This is an optimization exercise on Yosys and OpenROAD, whose aim is small area, not a production implementation. In this exercise RTL edits were held to simulation tests only and were not proved equivalent to the original. Power is estimated from default activity; no workload was simulated.

Setup of old:
## MazeRunner
module MazeRunner(clk,RST_n,SS_n,MOSI,MISO,SCLK,PWMR,PWML,
                  DIRR,DIRL,IR_EN,BMPL_n,BMPR_n,buzz,
				  buzz_n,RX,LED);
  input clk;		 
  input RST_n;		 
  output SS_n;		 
  output MOSI;		 
  output SCLK;		 
  input MISO;		 
  output PWMR;		 
  output PWML;		 
  output DIRR;		 
  output DIRL;		 
  output IR_EN;		 
  input BMPL_n;		 
  input BMPR_n;		 
  output buzz;		 
  output buzz_n;
  input RX;			 
  output [7:0] LED;	 
  wire rst_n;
  wire line_present, err_vld, go, moving;
  wire [15:0] err_raw;
  wire [10:0] err_opn_lp;
  wire [11:0] lft_spd, rght_spd;
  rst_synch iRST(.clk(clk), .RST_n(RST_n), .rst_n(rst_n));
  mtr_drv iDRV(.clk(clk), .rst_n(rst_n), .lft_duty(lft_spd), .rght_duty(rght_spd),
               .DIRL(DIRL), .DIRR(DIRR), .PWML(PWML), .PWMR(PWMR));
  IR_intf iINTF(.clk(clk), .rst_n(rst_n), .MISO(MISO), .SS_n(SS_n), .SCLK(SCLK), .MOSI(MOSI),
                .IR_en(IR_EN), .line_present(line_present), .error(err_raw), .err_vld(err_vld));
  cmd_proc iCMDPROC(.clk(clk), .rst_n(rst_n), .BMPL_n(BMPL_n), .BMPR_n(BMPR_n), .go(go),
                    .err_opn_lp(err_opn_lp), .line_present(line_present), .buzz(buzz), .RX(RX));
  assign buzz_n = ~buzz;
  wire [10:0] raw_sat = (!err_raw[15] && |err_raw[14:10]) ? 11'h3ff :
                        (err_raw[15] && ~&err_raw[14:10]) ? 11'h400 :
                        err_raw[10:0];
  wire [10:0] err_sat = line_present ? raw_sat : err_opn_lp;
  PID iPID(.clk(clk), .rst_n(rst_n), .lft_speed(lft_spd), .rght_speed(rght_spd), .moving(moving),
           .err_sat(err_sat), .err_vld(err_vld), .go(go), .line_present(line_present));
  assign LED = 8'h00;
endmodule
Size in the first run: ~1,100 cells after synthesis, ~310 flip-flops, about 13,000 um^2 of cells after synthesis.
==> module PID, before the edit <==
module PID(lft_speed, rght_speed, moving, err_sat, err_vld, go, line_present, clk, rst_n);
	output [11:0] lft_speed;
	output [11:0] rght_speed;
	output wire moving;
	input [10:0] err_sat;	 
	input err_vld, go, line_present;
	input clk, rst_n;
	reg [4:0] frwrd;
	always_ff @(posedge clk)
		if (!go)
			frwrd <= 5'h00;
		else if (err_vld && ~&frwrd[4:3])
			frwrd <= frwrd_inc;
	wire [4:0] frwrd_inc;
	inc #(5) iFRW(.a(frwrd), .s(frwrd_inc));
	assign moving = frwrd[4] | frwrd[3] | (frwrd[2] & (frwrd[1] | frwrd[0]));
	reg [10:0] err_sat_flopped, prev_err;
	always_ff @(posedge clk)
		if (err_vld) begin
			err_sat_flopped <= err_sat;
			prev_err <= err_sat_flopped;
		end
	wire [10:0] D_diff;
	wire d_co;
	rca #(11) iDD(.a(err_sat), .b(~prev_err), .ci(1'b1), .s(D_diff), .co(d_co));
	wire [7:0] D_diff_sat = (!D_diff[10] && |D_diff[9:7]) ? 8'h7f :
	                        (D_diff[10] && ~&D_diff[9:7]) ? 8'h80 :
	                        D_diff[7:0];
	reg [15:0] integrator;
	reg prev_line;
	wire [15:0] ext_err_sat = {{5{err_sat[10]}}, err_sat};
	wire [15:0] temp_sum;
	wire i_co;
	rca #(16) iINT(.a(integrator), .b(ext_err_sat), .ci(1'b0), .s(temp_sum), .co(i_co));
	wire overflow = (ext_err_sat[15] == integrator[15]) && (ext_err_sat[15] != temp_sum[15]);
	wire res_sel = (~prev_line & line_present) | ~go | ~moving;
	always_ff @(posedge clk) begin
		prev_line <= line_present;
		if (res_sel)
			integrator <= 16'h0000;
		else if (err_vld && !overflow)
			integrator <= temp_sum;
	end
	wire [14:0] e15 = {{4{err_sat[10]}}, err_sat};
	wire [14:0] I_term = {{5{integrator[15]}}, integrator[15:6]};
	wire [14:0] u_s, u_c, u;
	wire u_co;
	csa #(15) iU1(.a({e15[12:0], 2'b00}), .b({e15[13:0], 1'b0}), .c(I_term), .s(u_s), .cy(u_c));
	rca #(15) iU2(.a(u_s), .b(u_c), .ci(1'b0), .s(u), .co(u_co));
	wire [11:0] d12 = {{4{D_diff_sat[7]}}, D_diff_sat};
	wire [11:0] v_s, v_c, PID_s;
	wire v_co;
	csa #(12) iV1(.a(u[14:3]), .b({d12[8:0], 3'b000}), .c(~d12), .s(v_s), .cy(v_c));
	rca #(12) iV2(.a(v_s), .b(v_c), .ci(1'b1), .s(PID_s), .co(v_co));
	reg [11:0] PID_q;
	always_ff @(posedge clk)
		PID_q <= PID_s;
	wire [11:0] PID = go ? PID_q : 12'h000;
	wire [11:0] F = {2'b00, frwrd, 5'b00000};
	wire [11:0] PIDm = moving ? PID : 12'h000;
	wire l_co, r_co;
	rca #(12) iL(.a(F), .b(PIDm), .ci(1'b0), .s(lft_speed), .co(l_co));
	rca #(12) iR(.a(F), .b(~PIDm), .ci(1'b1), .s(rght_speed), .co(r_co));
endmodule
export LEC_CHECK = 0
export ABC_AREA = 1
export CAP_MARGIN = 10
export CORE_MARGIN = 2
export CORE_UTILIZATION = 40
export PLACE_DENSITY = 0.6
export SLEW_MARGIN = 10
create_clock -name core_clock -period 10.0 [get_ports {clk}]
standard.sh (not shown) runs the stock make flow with config.mk's settings and CLKGATE_MAP_FILE= SYNTH_SCRIPT=/design/flow/synth_recipe.tcl, a recipe that flattens the netlist after the stock synthesis.
==> flow/flow/run.sh <==
#!/bin/bash
# Layout flow: the standard ORFS flow, with these changes:
#  - synthesis: Yosys's synth skips its early "abc -fast" (-noabc), so the adders
#    written out in the RTL reach extract_fa intact, and the final ABC mapping uses
#    an area-oriented script (flow/abc_area.script). Registers are untouched by both.
#  - ports are buffered with sky130_fd_sc_hd__buf_1
#  - after synthesis, adder cells with an unused output are swapped for the smaller
#    cell of the same function on the used output (flow/shrink_adders.py)
#  - clock tree synthesis uses clusters of up to 30 sinks and inserts no dummy loads
set -euo pipefail
W=$(pwd)
rm -rf "$W/scripts_area"
cp -r "$FLOW_HOME/scripts" "$W/scripts_area"
cp "$W/flow/abc_area.script" "$W/scripts_area/abc_area.script"
sed 's/yosys synth -nofsm -noshare {\*}\$args/yosys synth -nofsm -noshare -noabc {*}$args/' \
  "$W/synth_recipe.tcl" > "$W/synth_recipe_noabc.tcl"
grep -q -- '-nofsm -noshare -noabc' "$W/synth_recipe_noabc.tcl"
RES="$W/orfs/results/sky130hd/MazeRunner/base"
ARGS=(
  SCRIPTS_DIR="$W/scripts_area"
  SYNTH_SCRIPT="$W/synth_recipe_noabc.tcl"
  "BUFFER_PORTS_ARGS=-buffer_cell sky130_fd_sc_hd__buf_1"
  "CTS_ARGS=-sink_clustering_enable -repair_clock_nets -sink_clustering_size 30 -sink_clustering_max_diameter 100 -buf_list sky130_fd_sc_hd__clkbuf_16 -dont_use_dummy_load"
)
bash standard.sh "${ARGS[@]}" "$RES/1_2_yosys.v" > synth_make.log 2>&1
cp "$RES/1_2_yosys.v" "$W/1_2_yosys_before_shrink.v.txt"
python3 "$W/flow/shrink_adders.py" "$RES/1_2_yosys.v" > shrink_adders.log 2>&1
bash standard.sh "${ARGS[@]}" finish > flow_make.log 2>&1
Other scripts of this flow, unchanged in this note and not shown: flow/flow/abc_area.script, flow/flow/shrink_adders.py
old reached the end of the flow, and the finished layout is clean on the timing, design-rule and antenna checks.
Here is what was changed in the inputs of new compared with old.
-- flow/design.v --
<<< old, line 237
	rca #(15) iU2(.a(u_s), .b(u_c), .ci(1'b0), .s(u), .co(u_co));
	wire [11:0] d12 = {{4{D_diff_sat[7]}}, D_diff_sat};
	wire [11:0] v_s, v_c, PID_s;
	wire v_co;
	csa #(12) iV1(.a(u[14:3]), .b({d12[8:0], 3'b000}), .c(~d12), .s(v_s), .cy(v_c));
	rca #(12) iV2(.a(v_s), .b(v_c), .ci(1'b1), .s(PID_s), .co(v_co));
	reg [11:0] PID_q;
	always_ff @(posedge clk)
>>> new, line 237
	rca #(15) iU2(.a(u_s), .b(u_c), .ci(1'b0), .s(u), .co(u_co));
	wire [11:0] d12 = {{4{D_diff_sat[7]}}, D_diff_sat};
	wire [11:0] d7, PID_s;
	wire c1, c2;
	rca #(12) iD7(.a({d12[8:0], 3'b000}), .b(~d12), .ci(1'b1), .s(d7), .co(c1));
	rca #(12) iV2(.a(u[14:3]), .b(d7), .ci(1'b0), .s(PID_s), .co(c2));
	reg [11:0] PID_q;
	always_ff @(posedge clk)
## What came out
Sort new and old by register-to-register slack, descending, and new comes first. The clock power in new sits about 0.8% below the value recorded for old. Of the two candidates, old has the worse final wirelength and new the better one. Cell area after layout (new vs. old) decreases slightly. new — number of fill cells 71 lower, old as reference. Compared with old, new has extra setup slack. Number of instances in the synthesized netlist ends up lower on new. Relative to old, the global-route wire length before repair of new is lower by 2.4%. Note that the amount of wire on met2 after detailed routing recorded for old amounts to 1.07 times the value seen in new. | worst slew slack as a fraction of its limit | new vs old | 0.22 points lower |. new vs old: instance count after placement with tap cells included down by a few percent. new vs old — average wire per cell in the routed design rose 0.11 um. The highest cell delay on the worst timing path in new sits 0.05 ns above the value recorded for old.
